Source: an optimization exercise on an open RTL-to-GDS flow (aim: small area and a short achievable clock period). Production flows keep margins and buffers that such runs may drop. At most, simulation tests tie the RTL to the original design; equivalence was not proved. Function not checked in run 2: the RTL went through the layout flow alone. No activity file was given, so power comes from the tool's default toggle rates.

==> flow/design.v (outline; a module is shown in full before it is edited, if it fits) <==
// module reflex_core: 1595 lines
// module rc_fa: 4 lines
// module rc_ha: 4 lines
// module rc_pp: 3 lines
module reflex_core (
    input wire clk,
    input wire rst_n,
    input wire signed [15:0] z_pos,
    input wire signed [15:0] z_vel,
    input wire signed [15:0] kp_gain,
    input wire signed [15:0] kd_gain,
    input wire signed [15:0] vel_threshold,
    output wire signed [15:0] u_out,
    output reg guardian_active
);
  // ...
==> flow/flow/run.sh <==
#!/bin/bash
set -o pipefail
export BUFFER_PORTS_ARGS="-buffer_cell sky130_fd_sc_hd__buf_1"
bash standard.sh > standard.log 2>&1
status=$?
tail -n 40 standard.log
exit $status
==> flow/standard.sh <==
#!/bin/bash
# synth_recipe.tcl (not shown) runs the flow's synth.tcl, then flattens the netlist and writes it again
# the make line also repeats each setting of config.mk as NAME=value (left out here)
make -C /OpenROAD-flow-scripts/flow DESIGN_CONFIG=/design/flow/config.mk WORK_HOME=/design/flow/orfs CLKGATE_MAP_FILE= SYNTH_SCRIPT=/design/flow/synth_recipe.tcl "${@:-finish}"
==> flow/config.mk <==
export PLATFORM = sky130hd
export DESIGN_NAME = reflex_core
export DESIGN_NICKNAME = reflex_core
export VERILOG_FILES = /design/flow/design.v
export SDC_FILE = /design/flow/constraint.sdc
export NUM_CORES = 4
export LEC_CHECK = 0
export CAP_MARGIN = 20
export CORE_MARGIN = 2
export CORE_UTILIZATION = 40
export SETUP_SLACK_MARGIN = 3.5
export SLEW_MARGIN = 20
export SYNTH_HIERARCHICAL = 1
==> flow/constraint.sdc <==
create_clock -name core_clock -period 8.0 [get_ports {clk}]
set_input_delay 1.6000 -clock core_clock [delete_from_list [all_inputs] [get_ports {clk}]]
set_output_delay 1.6000 -clock core_clock [all_outputs]
set_load 0.01 [all_outputs]
==> results.yml, run 1 <==
synth:
  synth_xor_xnor_area_share_pct: 16.3
  netlist-cell-type-count: 61
  synth-async-reset-ratio_pct: 2.04
  synth_top_area_share_pct: 29.8
  synthSimpleGateAreaFrac_pct: 5.32
  synth.mux.area_fraction_pct: 1.04
setup_path:
  cp.buffers_inverters: 1
  worst-setup-path-type: "flip-flop to output port"
power_and_ir_drop:
  share_seq_of_total_power_pct: 18.9
  pwr.group.clock_uw: 819
  comb_power_uw: 5600
  power-per-cell-area_mw_per_mm2: 456
route:
  dr_wl_met3_um: 3930
  route.antenna.remaining_nets: 0
  drt_pre_antenna_iters: 7
timing:
  report.final.slew_viol_count: 0
  timing_worst_slew_pin_value_ns: 0.911
  number_of_hold_violations_in_the_final_report: 0
layout:
  postLayoutCellArea_mm2: 0.0174
  final_core_density_pct: 45.0
  largest_reg_flops: 63
  multi_input_area_share_pct: 70.2
  layout.cells.most_common: "sky130_fd_sc_hd__xnor2_1"
  finish.cell_count_without_fillers: 2118
clocking:
  deepest_level_of_the_cts_h_tree: 4
  cts_root_buf: "sky130_fd_sc_hd__clkbuf_16"
  max_clock_buf_depth: 2
  cts-buffers-inserted: 17
global_route:
  globalRoute.busiestLayer: "met2"
  global_route_wire_length_before_repair_um: 71700
  grt.met2_usage_pct: 36.1
die:
  core.rowCount: 72
  floorplan.initialDensity_pct: 40.5
place:
  gp_congestion: 0.972
status:
  outcome: "timing/DRC/antenna clean"
==> run 2, diff against run 1 <==
--- a/flow/design.v
+++ b/flow/design.v
@@ -1574,33 +1574,107 @@
     assign c[25] = pg4_24;
     assign c[26] = pg4_25;
     assign c[27] = pg4_26;
     assign c[28] = pg4_27;
     assign c[29] = pg4_28;
     assign c[30] = pg4_29;
     assign c[31] = pg4_30;
     wire [31:0] r = rp ^ {c[31:1], 1'b0};
-    wire z_hi = ~(rp[11] ^ c[11]) & ~(~rk[11] ^ rp[12]) & ~(~rk[12] ^ rp[13]) & ~(~rk[13] ^ rp[14]) & ~(~rk[14] ^ rp[15]) & ~(~rk[15] ^ rp[16]) & ~(~rk[16] ^ rp[17]) & ~(~rk[17] ^ rp[18]) & ~(~rk[18] ^ rp[19]) & ~(~rk[19] ^ rp[20]) & ~(~rk[20] ^ rp[21]) & ~(~rk[21] ^ rp[22]) & ~(~rk[22] ^ rp[23]) & ~(~rk[23] ^ rp[24]) & ~(~rk[24] ^ rp[25]) & ~(~rk[25] ^ rp[26]) & ~(~rk[26] ^ rp[27]) & ~(~rk[27] ^ rp[28]) & ~(~rk[28] ^ rp[29]) & ~(~rk[29] ^ rp[30]) & ~(~rk[30] ^ rp[31]);
-    wire o_hi = (rp[11] ^ c[11]) & ~(rg[11] ^ ~rp[12]) & ~(rg[12] ^ ~rp[13]) & ~(rg[13] ^ ~rp[14]) & ~(rg[14] ^ ~rp[15]) & ~(rg[15] ^ ~rp[16]) & ~(rg[16] ^ ~rp[17]) & ~(rg[17] ^ ~rp[18]) & ~(rg[18] ^ ~rp[19]) & ~(rg[19] ^ ~rp[20]) & ~(rg[20] ^ ~rp[21]) & ~(rg[21] ^ ~rp[22]) & ~(rg[22] ^ ~rp[23]) & ~(rg[23] ^ ~rp[24]) & ~(rg[24] ^ ~rp[25]) & ~(rg[25] ^ ~rp[26]) & ~(rg[26] ^ ~rp[27]) & ~(rg[27] ^ ~rp[28]) & ~(rg[28] ^ ~rp[29]) & ~(rg[29] ^ ~rp[30]) & ~(rg[30] ^ ~rp[31]);
+    wire z_hi_t0 = ~(~rk[11] ^ rp[12]);
+    wire z_hi_t1 = ~(~rk[12] ^ rp[13]);
+    wire z_hi_t2 = ~(~rk[13] ^ rp[14]);
+    wire z_hi_t3 = ~(~rk[14] ^ rp[15]);
+    wire z_hi_t4 = ~(~rk[15] ^ rp[16]);
+    wire z_hi_t5 = ~(~rk[16] ^ rp[17]);
+    wire z_hi_t6 = ~(~rk[17] ^ rp[18]);
+    wire z_hi_t7 = ~(~rk[18] ^ rp[19]);
+    wire z_hi_t8 = ~(~rk[19] ^ rp[20]);
+    wire z_hi_t9 = ~(~rk[20] ^ rp[21]);
+    wire z_hi_t10 = ~(~rk[21] ^ rp[22]);
+    wire z_hi_t11 = ~(~rk[22] ^ rp[23]);
+    wire z_hi_t12 = ~(~rk[23] ^ rp[24]);
+    wire z_hi_t13 = ~(~rk[24] ^ rp[25]);
+    wire z_hi_t14 = ~(~rk[25] ^ rp[26]);
+    wire z_hi_t15 = ~(~rk[26] ^ rp[27]);
+    wire z_hi_t16 = ~(~rk[27] ^ rp[28]);
+    wire z_hi_t17 = ~(~rk[28] ^ rp[29]);
+    wire z_hi_t18 = ~(~rk[29] ^ rp[30]);
+    wire z_hi_t19 = ~(~rk[30] ^ rp[31]);
+    wire z_hi_n0;
+    rc_nand4 u_z_hi_n0 (.a(z_hi_t0), .b(z_hi_t1), .c(z_hi_t2), .d(z_hi_t3), .y(z_hi_n0));
+    wire z_hi_n1;
+    rc_nand4 u_z_hi_n1 (.a(z_hi_t4), .b(z_hi_t5), .c(z_hi_t6), .d(z_hi_t7), .y(z_hi_n1));
+    wire z_hi_n2;
+    rc_nand4 u_z_hi_n2 (.a(z_hi_t8), .b(z_hi_t9), .c(z_hi_t10), .d(z_hi_t11), .y(z_hi_n2));
+    wire z_hi_n3;
+    rc_nand4 u_z_hi_n3 (.a(z_hi_t12), .b(z_hi_t13), .c(z_hi_t14), .d(z_hi_t15), .y(z_hi_n3));
+    wire z_hi_n4;
+    rc_nand4 u_z_hi_n4 (.a(z_hi_t16), .b(z_hi_t17), .c(z_hi_t18), .d(z_hi_t19), .y(z_hi_n4));
+    wire z_hi_a0;
+    rc_nor4 u_z_hi_a0 (.a(z_hi_n0), .b(z_hi_n1), .c(z_hi_n2), .d(z_hi_n3), .y(z_hi_a0));
+    wire z_hi_a1;
+    rc_nor4 u_z_hi_a1 (.a(z_hi_n4), .b(1'b0), .c(1'b0), .d(1'b0), .y(z_hi_a1));
+    wire z_hi = z_hi_a0 & z_hi_a1 & ~(rp[11] ^ c[11]);
+    wire o_hi_t0 = ~(rg[11] ^ ~rp[12]);
+    wire o_hi_t1 = ~(rg[12] ^ ~rp[13]);
+    wire o_hi_t2 = ~(rg[13] ^ ~rp[14]);
+    wire o_hi_t3 = ~(rg[14] ^ ~rp[15]);
+    wire o_hi_t4 = ~(rg[15] ^ ~rp[16]);
+    wire o_hi_t5 = ~(rg[16] ^ ~rp[17]);
+    wire o_hi_t6 = ~(rg[17] ^ ~rp[18]);
+    wire o_hi_t7 = ~(rg[18] ^ ~rp[19]);
+    wire o_hi_t8 = ~(rg[19] ^ ~rp[20]);
+    wire o_hi_t9 = ~(rg[20] ^ ~rp[21]);
+    wire o_hi_t10 = ~(rg[21] ^ ~rp[22]);
+    wire o_hi_t11 = ~(rg[22] ^ ~rp[23]);
+    wire o_hi_t12 = ~(rg[23] ^ ~rp[24]);
+    wire o_hi_t13 = ~(rg[24] ^ ~rp[25]);
+    wire o_hi_t14 = ~(rg[25] ^ ~rp[26]);
+    wire o_hi_t15 = ~(rg[26] ^ ~rp[27]);
+    wire o_hi_t16 = ~(rg[27] ^ ~rp[28]);
+    wire o_hi_t17 = ~(rg[28] ^ ~rp[29]);
+    wire o_hi_t18 = ~(rg[29] ^ ~rp[30]);
+    wire o_hi_t19 = ~(rg[30] ^ ~rp[31]);
+    wire o_hi_n0;
+    rc_nand4 u_o_hi_n0 (.a(o_hi_t0), .b(o_hi_t1), .c(o_hi_t2), .d(o_hi_t3), .y(o_hi_n0));
+    wire o_hi_n1;
+    rc_nand4 u_o_hi_n1 (.a(o_hi_t4), .b(o_hi_t5), .c(o_hi_t6), .d(o_hi_t7), .y(o_hi_n1));
+    wire o_hi_n2;
+    rc_nand4 u_o_hi_n2 (.a(o_hi_t8), .b(o_hi_t9), .c(o_hi_t10), .d(o_hi_t11), .y(o_hi_n2));
+    wire o_hi_n3;
+    rc_nand4 u_o_hi_n3 (.a(o_hi_t12), .b(o_hi_t13), .c(o_hi_t14), .d(o_hi_t15), .y(o_hi_n3));
+    wire o_hi_n4;
+    rc_nand4 u_o_hi_n4 (.a(o_hi_t16), .b(o_hi_t17), .c(o_hi_t18), .d(o_hi_t19), .y(o_hi_n4));
+    wire o_hi_a0;
+    rc_nor4 u_o_hi_a0 (.a(o_hi_n0), .b(o_hi_n1), .c(o_hi_n2), .d(o_hi_n3), .y(o_hi_a0));
+    wire o_hi_a1;
+    rc_nor4 u_o_hi_a1 (.a(o_hi_n4), .b(1'b0), .c(1'b0), .d(1'b0), .y(o_hi_a1));
+    wire o_hi = o_hi_a0 & o_hi_a1 & (rp[11] ^ c[11]);
     wire f_a = (rp[5] ^ c[5]) & ~(rg[5] ^ ~rp[6]) & ~(rg[6] ^ ~rp[7]) & ~(rg[7] ^ ~rp[8]) & ~(rg[8] ^ ~rp[9]) & ~(rg[9] ^ ~rp[10]);
     wire f_b = (rp[4] ^ c[4]) & ~(rg[4] ^ rp[5]) & ~(~rk[5] ^ ~rp[6]) & ~(rg[6] ^ ~rp[7]) & ~(rg[7] ^ ~rp[8]) & ~(rg[8] ^ ~rp[9]) & ~(rg[9] ^ ~rp[10]);
     wire f_c = ~rp[0] & ~(~rk[0] ^ rp[1]) & ~(~rk[1] ^ rp[2]) & ~(~rk[2] ^ rp[3]);
     wire f_d = ~(rp[6] ^ c[6]) & ~(~rk[6] ^ rp[7]) & ~(~rk[7] ^ rp[8]) & ~(~rk[8] ^ rp[9]) & ~(~rk[9] ^ rp[10]);
     wire f_e = (rp[4] ^ c[4]) & ~(rg[4] ^ ~rp[5]);
     wire gt2000 = f_a | (f_b & ~f_c);
     wire lt48 = f_d & ~f_e;
     wire fits = z_hi | o_hi;
     wire sat_hi = fits ? (z_hi & gt2000) : ~r[31];
     wire sat_lo = fits ? (o_hi & lt48) : r[31];
     assign u_out = ~vld_b ? 16'd0 : sat_hi ? 16'd2000 : sat_lo ? 16'hf830 : r[15:0];
 endmodule
 module rc_fa (input wire a, input wire b, input wire c, output wire s, output wire co);
     assign s = a ^ b ^ c;
     assign co = (a & b) | (a & c) | (b & c);
 endmodule
+module rc_nand4 (input wire a, input wire b, input wire c, input wire d, output wire y);
+    assign y = ~(a & b & c & d);
+endmodule
+module rc_nor4 (input wire a, input wire b, input wire c, input wire d, output wire y);
+    assign y = ~(a | b | c | d);
+endmodule
 module rc_ha (input wire a, input wire b, output wire s, output wire co);
     assign s = a ^ b;
     assign co = a & b;
 endmodule
 module rc_pp (input wire onen, input wire twon, input wire x0n, input wire x1n, output wire pp);
     assign pp = ~((onen | x0n) & (twon | x1n));
 endmodule
==> flow/run.sh (new file) <==
#!/bin/bash
# synth_recipe.tcl (not shown) runs the flow's synth.tcl, then flattens the netlist and writes it again
# the make line also repeats each setting of config.mk as NAME=value (left out here)
make -C /OpenROAD-flow-scripts/flow DESIGN_CONFIG=/design/flow/config.mk WORK_HOME=/design/flow/orfs CLKGATE_MAP_FILE= SYNTH_SCRIPT=/design/flow/synth_recipe.tcl finish
removed: flow/flow/run.sh
removed: flow/standard.sh
==> run 2 against run 1 <==
Compared with the run above: clock skew decreased by 0.00073 ns; worst setup slack improved by 0.0075 ns; first-iteration DRC count decreased by 18%; register-to-register slack improved by 0.05 ns; critical endpoint is now u_out[13]; largest cell class unchanged; largest power group unchanged.
==> results.yml, run 2 <==
route:
  drt_pre_antenna_iters: 4
  post-route-drc-count: 0
  viasPerCell: 5.74
  route.detailed.wl_per_inst_um: 20.9
  route.antenna.remaining_nets: 0
  routed_wl_um: 45800
  routed-via-count: 12569
  drt_first_iter_violations: 837
clocking:
  max_clock_buf_depth: 2
  cts_tree: "yes"
  clkSinkCount: 147
  deepest_level_of_the_cts_h_tree: 4
  cts.reportedPaths.clkPinSlew_ns: 0.07
  clk-insertion-delay-late_ns: 0.44
  cts.hold.buffers_added: 0
  cts_root_buf: "sky130_fd_sc_hd__clkbuf_16"
  cts-buffers-inserted: 17
layout:
  regMostFlops: "cs"
  syn_to_final_growth_pct: 14.7
  largest_registers: "cs (63), zv (17), zp (16)"
  drive_above_1_share_pct: 9.07
  final_core_density_pct: 46.3
  most-common-layout-cells: "269 x sky130_fd_sc_hd__xnor2_1, 265 x sky130_fd_sc_hd__o22ai_1, 232 x sky130_fd_sc_hd__fa_1"
  final_nets: 2075
  largest_reg_flops: 63
  layout.cells.most_common: "sky130_fd_sc_hd__xnor2_1"
  antenna_cells: 0
  layout.filler_cells: 3714
timing:
  slew_headroom_pct: 49.4
  final.min_clock_period_ns: 4.61
  fin_crit_sh_pct: 57.6
  finalSetupViolations: 0
  max_freq_ghz: 0.217
  report.final.slew_viol_count: 0
  final.setup.tns_ns: 0
  timing_worst_slew_pin_value_ns: 0.758
  timing.clock.skew_ns: 0.0109
  rsz0062_at_grt: "true"
  number_of_hold_violations_in_the_final_report: 0
synth:
  synth_top_area_share_pct: 29.0
  synth_commonest_cells: "269 x sky130_fd_sc_hd__xnor2_1, 267 x sky130_fd_sc_hd__o22ai_1, 232 x sky130_fd_sc_hd__fa_1, 144 x sky130_fd_sc_hd__dfxtp_1, 108 x sky130_fd_sc_hd__ha_1"
  syn-instance-count: 1574
  synth-edff-count: 0
  synth-async-reset-ratio_pct: 2.04
  post_synthesis_sequential_area_ratio_pct: 18.5
  synth_area_mm2: 0.0160
  netlist-cell-type-count: 62
  postSynthRegisterBits: 147
  synth_area_leaders: "sky130_fd_sc_hd__fa_1 29%, sky130_fd_sc_hd__dfxtp_1 18%, sky130_fd_sc_hd__xnor2_1 15%"
  synth.largest_area_cell: "sky130_fd_sc_hd__fa_1"
  yosys_warnings: 7
  syn_area_per_cell_um2: 10.2
  synth.most_common_cell: "sky130_fd_sc_hd__xnor2_1"
  ys.flop_type: "sky130_fd_sc_hd__dfxtp_1"
setup_path:
  cp.buffers_inverters: 3
  cp_capture_type: "output port"
  timing.reg2reg.worst_path_depth: 9
  critical_path_arrival_ns: 3.01
  worst-setup-path-type: "flip-flop to output port"
  crit_path_start_kind: "flip-flop"
  worstPathCellList: "ha_4 > o21a_1 > or2_4 > a221oi_4 > o22ai_2 > o32a_4 > a211oi_4 > buf_6 > buf_4 > a211oi_1 > buf_2"
  path_max_fanout: 4
  critical-path-max-stage-delay_ns: 0.41
  crit_cells: 11
  critical_path.top_delay_family: "compound AO/OA/AOI/OAI gates"
  slowest_stage: "sky130_fd_sc_hd__o32a_4"
  timing.critical_path.required_ns: 6.40
place:
  io_buffer_count: 98
  place_hpwl_um: 38600
  gp_congestion: 0.972
die:
  floorplan.initialDensity_pct: 40.3
  floorplan.io_pins: 99
  die_h_um: 204
  core_box_area_mm2: 0.0396
  core.rowCount: 73
  die_w_um: 204
  design.die.area_mm2: 0.0416
global_route:
  grt.met2_usage_pct: 36.7
  gr-total-overflow: 0
  number_of_global_route_vias_before_repair: 12880
  grt_util_met1_pct: 31.4
  grt_usage_pct: 22.6
  globalRoute.busiestLayer: "met2"
  antenna_found_initial: 0
  maximum_number_of_pins_on_one_net_before_global_route_repair: 20
  global_route_wire_length_before_repair_um: 72500
  globalRouteMet3Util_pct: 3.62
power_and_ir_drop:
  power-per-cell-area_mw_per_mm2: 443
  power.static_leakage_uw: 0.00697
  largest_vdd_supply_drop_v: 0.000253
status:
  outcome: "timing/DRC/antenna clean"
job:
  maxCapViolations: 0
min_path:
  hp-class: "flip-flop to flip-flop"
  worstHoldPathCells: 0
-- run 2: cell count changes after synthesis, sizes merged, moves of 5 or more --
cell | before | now
a21oi | 44 | 32
clkbuf | 45 | 50
inv | 92 | 84
mux2i | 14 | 0
nand3 | 10 | 23
nor2 | 59 | 72
nor4 | 10 | 17
o211ai | 7 | 24
o21ai | 22 | 28
o311ai | 1 | 6
xnor2 | 282 | 269
xor2 | 8 | 38
-- run 2: per-stage QoR --
step	hold WS, ns	setup WS (ns)	total power (uW)	instance area, um2	instances
2_1_floorplan	0.331	3.58	5410	16000	1579
3_3_place_gp	0.333	2.88	7050	17400	2132
3_5_place_dp	0.343	2.87	7190	17400	2132
5_1_grt	0.367	3.26	9200	18300	2190
4_1_cts	0.359	3.29	8180	18200	2184
6_report	0.355	3.39	8120	18300	2190
-- run 2: final timing paths --
path | slack, ns | end | startpoint
worst max register to register | 3.62 | cs[32]$_DFF_P_ | zp[6]$_DFF_P_
min in group asynchronous | 1.35 | vld_b$_DFF_PN0_ | rst_n
worst max-delay path | 3.39 | u_out[13] | cs[18]$_DFF_P_
worst min register to register | 0.35 | vld_b$_DFF_PN0_ | vld_a$_DFF_PN0_
max in group asynchronous | 6.49 | guardian_active$_DFF_PN0_ | rst_n
worst min-delay path | 0.35 | vld_b$_DFF_PN0_ | vld_a$_DFF_PN0_
-- run 2: report_power, final --
part | internal, uW | switching (uW) | leakage (uW) | total, uW
clock network | 405 | 351 | 0.000255 | 756
logic | 2820 | 3070 | 0.00547 | 5880
registers | 1120 | 365 | 0.00125 | 1480
total | 4340 | 3780 | 0.00697 | 8120
-- run 2: cells by family (layout without fill, tap and decap cells) --
family          after synthesis  after routing  share of synthesized area, %
simple gates                203            203                          6.47
other cells                   2              7                        0.0470
fa+ha+maj                   340            340                          37.5
flops                       147            147                          18.5
compound gates              412            413                          16.8
buf+inv                     163            248                          3.90
xor+xnor                    307            307                          16.8
-- run 2: final cells by class --
type                       instances  area, um2  area share, %
sequential                       147       3000           16.3
timing repair buffer             132       1180           6.42
tap                              525        657           3.58
inverter                          85        319           1.74
multi-input combinational       1270      12700           69.0
clock inverter                    13        114          0.621
clock buffer                      18        429           2.34
-- run 2: Yosys stat by module (local to each module, per instance) --
module       flops+latches  times used  cell area (um2)  cells
rc_ha                    0          16             12.5      1
reflex_core            147           1             9380   1048
rc_fa                    0         232             20.0      1
rc_pp                    0         264             6.26      1
rc_nand4                 0          10             6.26      1
rc_nor4                  0           4             12.5      1
-- run 2: what timing repair did --
item | in CTS | in global routing
pin swaps | 23 | 18
resized for setup | 98 | 35
endpoints found under the setup margin | 30 | 39
buffers inserted | 20 | 6
cloned | 1 | 0
-- run 2: worst reg2reg max path: cells and delay by family (launching register included) --
family	cells	cell delay, ns
fa+ha+maj	7	3.13
compound gates	1	0.15
xor+xnor	1	0.24
flops	1	0.74
-- run 2: metal layers --
metal / share of wire, % / routed length, um
met1: 45 / 20500
met2: 46 / 21000
met3: 7.4 / 3380
met4: 1.9 / 872
met5: 0 / 0

static timing again, ports no longer ideal:
How much do the figures lean on ideal ports? The routed layouts below were timed once more, with nothing changed but the port constraints.
Step 1 assumes that a clkbuf_16 drives the clock port and a buf_2 every other input.
Step 2, shift: input delay + t, output delay - t, t = (earliest + latest rising clock arrival at the registers) / 2. This alone moves slack from input paths to output paths.
a / b / c = no drivers / after step 1 / after step 2; a / b = the first two.
run | t, ns | setup WS [ns] | worst slew at a driven data input, ns
run 1 | 0.484 | 3.384 / 3.333 / 3.565 | 0.04
run 2 | 0.485 | 3.392 / 3.340 / 3.313 | 0.09
After both steps setup and hold are still met in every run listed. The setup slack of run 2, which loses most, moves by -0.052 ns with the drivers and by -0.079 ns with both steps.
